This design comes from an exercise in tuning for small area on the open sky130 flow, not from production work.
In this exercise RTL edits were held to simulation tests only and were not proved equivalent to the original.
Power is estimated from default activity; no workload was simulated.

==> flow/design.v, too long to show whole: its modules and the start of the top module <==
// module mario_core: 12216 lines
// module render: 2535 lines
// module rom_mario_small: 1443 lines
// module rom_mario_big: 1793 lines
// module rom_logo: 1627 lines
// module rom_coin: 161 lines
// module rom_qblock: 363 lines
// module rom_tile: 515 lines
// module rom_goomba: 212 lines
// module rom_mush: 214 lines
// module rom_fball: 136 lines
// module palette: 546 lines
module mario_core(clk, reset, keycode, frame_clk, DrawX, DrawY, HEX0, HEX1, HEX2, HEX3, HEX5, HEX6, HEX7, VGA_R, VGA_G, VGA_B);
  // ...
==> flow/run.sh <==
#!/bin/bash
# synth_recipe.tcl (not shown) runs the flow's synth.tcl, then flattens the netlist and writes it again
# the make line also repeats each setting of config.mk as NAME=value (left out here)
make -C /OpenROAD-flow-scripts/flow DESIGN_CONFIG=/design/flow/config.mk WORK_HOME=/design/flow/orfs CLKGATE_MAP_FILE= SYNTH_SCRIPT=/design/flow/synth_recipe.tcl finish
==> flow/config.mk <==
export PLATFORM = sky130hd
export DESIGN_NAME = mario_core
export DESIGN_NICKNAME = mario_core
export VERILOG_FILES = /design/flow/design.v
export SDC_FILE = /design/flow/constraint.sdc
export NUM_CORES = 8
export LEC_CHECK = 0
export ABC_AREA = 1
export CAP_MARGIN = 20
export CORE_MARGIN = 2
export CORE_UTILIZATION = 50
export CTS_BUF_LIST = sky130_fd_sc_hd__clkbuf_4
export PLACE_DENSITY = 0.6
export SLEW_MARGIN = 20
export SYNTH_MEMORY_MAX_BITS = 262144
==> flow/constraint.sdc <==
create_clock -name core_clock -period 40.0 [get_ports {clk}]
set_input_delay 8.0000 -clock core_clock [delete_from_list [all_inputs] [get_ports {clk}]]
set_output_delay 8.0000 -clock core_clock [all_outputs]
set_load 0.01 [all_outputs]
==> results.cfg, run 1 <==
[routing]
wl_met2_um = 103000
drt_iter0_markers = 12400
top_layer = met5
wl_um = 268000

[power_and_ir_drop]
p_sw_mw = 1.63
power_mw = 2.53
pwr_density_cell_mw_per_mm2 = 46.9
combPwrFrac = 0.823

[clocking]
cts_sinks = 205
cts_buffer_depth = 3
path_clk_slew_ps = 80

[layout]
nClkBuffers = 83
buffers = 240
most-common-layout-cells = nand2_1, inv_1, nor2_1
clock_area_frac = 0.0141
area_delta_synth_final_pct = 7.03
seq_area_frac = 0.0867
nMultiInputCombCells = 6752

[synth]
ys.flop_type = dfxtp_1
synthCells = 8674
yosys.area_share.simple = 0.352
yosysTopAreaCell = nand2_1
synth_mux_area_frac = 0.000994
synth_xor_area_frac = 0.0239
ys_ff_latch = 205
synth_compound_area_frac = 0.247

[grt]
grt_max_degree = 39
grt.busiest_layer = met2
met1_usage = 0.618

[timing]
skew_ps = 50.4
fmax_mhz = 35.5
worst_pin_slew_ps = 1250
relSlewSlack = 0.157

[setup_path]
crit_cells = 58
cp.required_ps = 32000

[die]
core_area_mm2 = 0.100
taps = 1298

[place]
dpl.cell_count = 10000

[outcome]
status = no timing/DRC/antenna violations
==> run 2, diff against run 1 <==
--- a/flow/config.mk
+++ b/flow/config.mk
@@ -9,7 +9,6 @@
 export CAP_MARGIN = 20
 export CORE_MARGIN = 2
 export CORE_UTILIZATION = 50
-export CTS_BUF_LIST = sky130_fd_sc_hd__clkbuf_4
 export PLACE_DENSITY = 0.6
 export SLEW_MARGIN = 20
 export SYNTH_MEMORY_MAX_BITS = 262144
==> results.cfg, run 2 <==
[setup_path]
critPathKind = primary input to output port
crit_top_cell = nand2_1
reg2regPathDepth = 61
cpPeakStageDelay_ps = 850
rr_startpoint = n_Y_0_$_SDFFE_PP0P_
start_kind = primary input
arrival_ps = 20400
cp.required_ps = 32000
startpoint = DrawX[0]
end_kind = output port
rr_endpoint = n_h5_i_1_$_SDFFE_PP0P_
r2r_slack_ps = 27390
path_max_fanout = 22
crit_end = VGA_B[7]
crit_path_top_delay_cell = nor3_1

[timing]
fin_crit_sh = 0.710
finalSetupTns_ps = 0
final_max_slew_viol_count = 0
fin_crit_ps = 28400
fmax_mhz = 35.2
worst_slack_ps = 11600
rsz0062_at_grt = no
finalSetupViolCount = 0
relSlewSlack = 0.162
worst_pin_slew_ps = 1250
finalHoldViolations = 0
skew_ps = 23.7

[layout]
area_delta_synth_final_pct = 7.29
fillCellCount = 10200
fin_nets = 9330
seq_area_mm2 = 0.00468
drive_gt1_frac = 0.0652
most-common-layout-cells = nand2_1, inv_1, nor2_1
multiInputGateArea_mm2 = 0.0391
final_common_cell = nand2_1

[die]
io_pins = 128
core_area_mm2 = 0.100
die_area_mm2 = 0.103
die_w_um = 321
num_rows = 116
die_h_um = 321
start_util = 0.504

[min_path]
min_path_type = flip-flop to flip-flop

[clocking]
cts_sinks = 205
cts_tree = done
cts_buffer_depth = 3
path_clk_slew_ps = 70
cts_root_buf = clkbuf_16
htree_levels = 1
clock_latency_ps = 620
ctsHoldBuffers = 0
cts_setup_buffers = 0
cts_resized = 0
cts_buffers = 25

[synth]
synthTopCellsByArea = nand2_1, ha_1, inv_1, nor2_1, o21ai_0
synthCells = 8674
ys.flop_type = dfxtp_1
yosysTopAreaCell = nand2_1
ys_ff_latch = 205
async_flop_share = 0
synth_edf_count = 57
yosys-top-cells-count = nand2_1, inv_1, nor2_1
synth_area_mm2 = 0.0504
yosysSeqAreaShare = 0.0928
synth_top_area_frac = 0.135
yosysMostFrequentCell = nand2_1
ys.warnings.count = 1
syn_area_per_cell_um2 = 5.81
ys_types = 100

[power_and_ir_drop]
peakVddDrop_uv = 78.6
pwr_density_cell_mw_per_mm2 = 47.8
p_sw_mw = 1.64
swShare = 0.633
clockPowerShare = 0.102
combPwrFrac = 0.810
power_frac_seq = 0.088
p_leak_nw = 25.5
p_int_mw = 0.947

[routing]
top_layer = met5
vias = 68100
wl_met3_um = 46700
wirelength_met1_um = 96500
wl_met2_um = 103000
vias_per_cell = 6.77
first_pass_iters = 17
wl_um = 269000
wl_per_cell_um = 26.7
drc_errors = 0
drt_iter0_markers = 12500
ant_nets = 0

[grt]
grt_max_degree = 39
grt_first_pass_wirelength_um = 391000
grtUsageTotal = 0.497
antenna_found_initial = 20
grt_remaining_overflow = 0
grt_pass1_vias = 62700

[outcome]
status = no timing/DRC/antenna violations

[place]
place_congestion = 1.14
post-place-ws_ps = 12150
io_buffers = 110
dpl.hpwl_um = 208000

[job]
max_cap_violations = 0
==> run 2: cell types whose count changed in the layout (fill, tap and decap cells not counted), moves of 3 or more <==
| cell | delta |
|---|---|
| clkbuf_4 | -83 |
| clkbuf_16 | +28 |
| clkinv_1 | -13 |
| clkbuf_1 | +6 |
| clkinv_2 | -4 |
| clkbuf_8 | +3 |
==> run 2: critical path: cells and delay by family <==
family | cells | cell delay (ps)
and+or+nand+nor | 32 | 5610
buffers and inverters | 12 | 2780
AOI/OAI and AO/OA | 9 | 2550
adders and majority gates | 5 | 1390
==> run 2: how the worst min path moves through the flow <==
stage,depth (start not counted),from,endpoint,slack [ps]
final,1,fcd$_DFF_P_,n_cn0_fe$_DFF_P_,390
after global routing,1,fcd$_DFF_P_,n_cn0_fe$_DFF_P_,420
after CTS,1,fcd$_DFF_P_,n_cn0_fe$_DFF_P_,400
after detailed placement,1,fcd$_DFF_P_,n_cn0_fe$_DFF_P_,390
after global placement,1,fcd$_DFF_P_,n_cn0_fe$_DFF_P_,370
after floorplan,1,fcd$_DFF_P_,n_cn0_fe$_DFF_P_,370
==> run 2: stage by stage <==
step	power (mW)	cells	utilization	instance area (um2)	hold slack, ps
global placement	2.17	10000	0.531	53100	371
global route	2.68	10100	0.540	54000	421
detailed placement	2.15	10000	0.531	53100	387
floorplan	1.49	8689	-	50400	366
CTS	2.41	10000	0.540	54000	396
finish	2.58	10100	0.540	54000	390
==> run 2: layer usage <==
metal,track usage,vias to the layer above
met5,0.00520,-
met2,0.694,6423
met1,0.621,30800
met4,0.325,22
li1,-,29200
met3,0.206,1679
==> run 2: power by group through the flow <==
stage          clock network [mW]  logic [mW]  registers (mW)
6_report                    0.263        2.09           0.228
5_1_grt                     0.266        2.18           0.227
4_1_cts                     0.258        1.92           0.227
3_5_place_dp                    0        1.91           0.231
3_3_place_gp                    0        1.94           0.231
2_1_floorplan                   0        1.26           0.229
==> run 2: final cells by class <==
cell class | count | area share
Sequential cell | 205 | 0.0865
Clock inverter | 8 | 0.00229
Tap cell | 1298 | 0.0301
Timing Repair Buffer | 240 | 0.0384
Antenna cell | 12 | 0.000556
Inverter | 1507 | 0.105
Multi-Input combinational cell | 6752 | 0.723
Clock buffer | 37 | 0.0141
==> run 2: cell families after synthesis <==
logic type               synth area share
adder cells (fa/ha/maj)             0.150
XOR/XNOR                           0.0239
buffers and inverters               0.134
AND/OR/NAND/NOR                     0.352
flip-flops                         0.0928
other                            0.000149
AO/OA/AOI/OAI                       0.247
multiplexers                     0.000994
==> run 3, diff against run 2 <==
==> flow/flow/run.sh (new file) <==
#!/bin/bash
set -e
export BUFFER_PORTS_ARGS="-buffer_cell sky130_fd_sc_hd__buf_1"
bash standard.sh > standard.log 2>&1
==> flow/standard.sh (new file) <==
#!/bin/bash
# synth_recipe.tcl (not shown) runs the flow's synth.tcl, then flattens the netlist and writes it again
# the make line also repeats each setting of config.mk as NAME=value (left out here)
make -C /OpenROAD-flow-scripts/flow DESIGN_CONFIG=/design/flow/config.mk WORK_HOME=/design/flow/orfs CLKGATE_MAP_FILE= SYNTH_SCRIPT=/design/flow/synth_recipe.tcl "${@:-finish}"
removed: flow/run.sh
==> results.cfg, run 3 <==
[grt]
grt_remaining_overflow = 0
grtUsageTotal = 0.501
grt_pass1_vias = 62800
antenna_found_initial = 15
grt_max_degree = 40
grt_first_pass_wirelength_um = 395000

[timing]
fin_crit_sh = 0.686
finalSetupViolCount = 0
finalSetupTns_ps = 0
skew_ps = 50.2
final_max_slew_viol_count = 0
relSlewSlack = 0.134
fin_crit_ps = 27420
worst_pin_slew_ps = 1280
finalHoldViolations = 0
rsz0062_at_grt = no
fmax_mhz = 36.5

[job]
max_cap_violations = 0

[synth]
synth_top_area_frac = 0.135
yosysTopAreaCell = nand2_1
ys.flop_type = dfxtp_1
async_flop_share = 0
ys.warnings.count = 1
synthCells = 8674
synth_edf_count = 57
synthTopCellsByArea = nand2_1, ha_1, inv_1, nor2_1, o21ai_0
syn_area_per_cell_um2 = 5.81
yosysSeqAreaShare = 0.0928
ys_ff_latch = 205
yosys-top-cells-count = nand2_1, inv_1, nor2_1
ys_types = 100
synth_area_mm2 = 0.0504
yosysMostFrequentCell = nand2_1

[clocking]
path_clk_slew_ps = 60
cts_tree = done
cts_root_buf = clkbuf_16
cts_setup_buffers = 0
cts_buffer_depth = 3
ctsHoldBuffers = 0
cts_resized = 0
cts_buffers = 25
clock_latency_ps = 640
htree_levels = 1
cts_sinks = 205

[layout]
area_delta_synth_final_pct = 5.80
fillCellCount = 10100
final_core_utilization = 0.533
drive_gt1_frac = 0.0657
fin_nets = 9334
most-common-layout-cells = nand2_1, inv_1, nor2_1
final_common_cell = nand2_1

[min_path]
hold_start = fcd$_DFF_P_
min_path_type = flip-flop to flip-flop

[routing]
vias_per_cell = 6.80
wl_um = 271000
drt_iter0_markers = 12900
wl_per_cell_um = 26.9
first_pass_iters = 17
drc_errors = 0
vias = 68400
ant_nets = 0

[power_and_ir_drop]
peakVddDrop_uv = 101
pwr_density_cell_mw_per_mm2 = 48.5
power_mw = 2.59
p_leak_nw = 25.1

[die]
start_util = 0.504
core_area_mm2 = 0.100
io_pins = 128
die_area_mm2 = 0.103
die_h_um = 321
die_w_um = 321
num_rows = 116

[setup_path]
crit_end = VGA_R[3]
rr_startpoint = n_Y_4_$_SDFFE_PP1P_
reg2regPathDepth = 60
start_kind = primary input
rr_endpoint = n_h6_i_3_$_SDFFE_PP0P_
cpPeakStageDelay_ps = 760
startpoint = DrawX[0]
end_kind = output port
path_max_fanout = 23
r2r_slack_ps = 27100
crit_path_top_delay_cell = o21ai_0
cp.required_ps = 32000
crit_top_cell = nand2_1
arrival_ps = 19420
critPathKind = primary input to output port

[outcome]
status = no timing/DRC/antenna violations

[place]
place_congestion = 1.13
io_buffers = 110
dpl.hpwl_um = 211000
## run 3: changes by cell type in the layout (fill, tap and decap cells not counted), moves of 3 or more
cell / before / now
clkbuf_1: 6 / 1
clkdlybuf4s50_1: 110 / 0
buf_4: 130 / 134
clkinv_1: 28 / 31
diode_2: 12 / 8
buf_1: 0 / 108
clkbuf_16: 28 / 25
## run 3: kinds of logic after synthesis
family | after synthesis | synth area share
compound gates | 2027 | 0.247
flops | 205 | 0.0928
simple gates | 4033 | 0.352
other cells | 2 | 0.000149
buf+inv | 1732 | 0.134
mux | 5 | 0.000994
fa+ha+maj | 545 | 0.150
xor+xnor | 125 | 0.0239
## run 3: final cells by class
cell class	count	area (um2)	area share
inverter	1507	5670	0.106
tap	1298	1620	0.0305
clock buffer	28	657	0.0123
timing repair buffer	244	1420	0.0267
antenna	8	20.0	0.000376
clock inverter	12	143	0.00268
multi-input combinational	6752	39100	0.733
sequential	205	4680	0.0877
## run 3: layer usage
metal / up-vias / wire [um] / GRT usage
li1: 29200 / - / -
met1: 30700 / 97100 / 0.626
met2: 6580 / 102000 / 0.690
met3: 1821 / 47600 / 0.217
met4: 27 / 23200 / 0.331
met5: - / 480 / 0.0208
## run 3: power breakdown
part | switching, mW | internal, mW
Clock | 0.111 | 0.131
Sequential | 0.0101 | 0.219
Combinational | 1.55 | 0.570
Total | 1.67 | 0.920
## run 3: how the worst min path moves through the flow
stage	endpoint	cells past startpoint
4_1_cts	n_cn0_fe$_DFF_P_	1
2_1_floorplan	n_cn0_fe$_DFF_P_	1
3_5_place_dp	n_cn0_fe$_DFF_P_	1
3_3_place_gp	n_cn0_fe$_DFF_P_	1
5_1_grt	n_cn0_fe$_DFF_P_	1
6_report	n_cn0_fe$_DFF_P_	1
## run 3: critical path: cells and delay by family
kind / cells / cell delay (ps)
compound gates: 10 / 2720
fa+ha+maj: 6 / 2040
buf+inv: 13 / 2540
simple gates: 29 / 4080
## run 3: stage by stage
stage | setup slack, ps | cell area, um2 | cells | hold WS, ps
3_3_place_gp | 12990 | 52400 | 10000 | 371
2_1_floorplan | 15220 | 50400 | 8689 | 366
3_5_place_dp | 13100 | 52400 | 10000 | 387
5_1_grt | 11940 | 53300 | 10100 | 415
4_1_cts | 13070 | 53200 | 10000 | 400
6_report | 12580 | 53300 | 10100 | 393

re-timing with driven ports:
The flow's constraints put no driver on any port. The routed layouts listed below were extracted and timed again, unchanged, in two steps.
Step 1 sets driving cells, clkbuf_16 on the clock port and buf_2 on the other inputs (assumed; they add their load-dependent delay and slew).
Step 2 also shifts input and output timing later by t, the mid clock arrival at the registers, as if the neighbouring blocks saw the same clock.
Three values: no drivers, after step 1, after step 2; two values: the first two.
run	t (ns)	setup slack, ns	hold WS [ns]	worst setup path after step 2	clock arrival spread, ns
run 1	0.956	11.798 / 11.700 / 11.700	0.395 / 0.395 / 0.395	input to output	0.051 / 0.051
run 2	0.668	11.600 / 11.508 / 11.508	0.390 / 0.390 / 0.390	input to output	0.024 / 0.024
run 3	0.680	12.575 / 12.556 / 12.556	0.393 / 0.393 / 0.393	input to output	0.050 / 0.050
After both steps setup and hold are still met in every run listed. For run 1, which loses most, drivers alone change the setup slack by -0.098 ns; drivers and shift together by -0.098 ns.
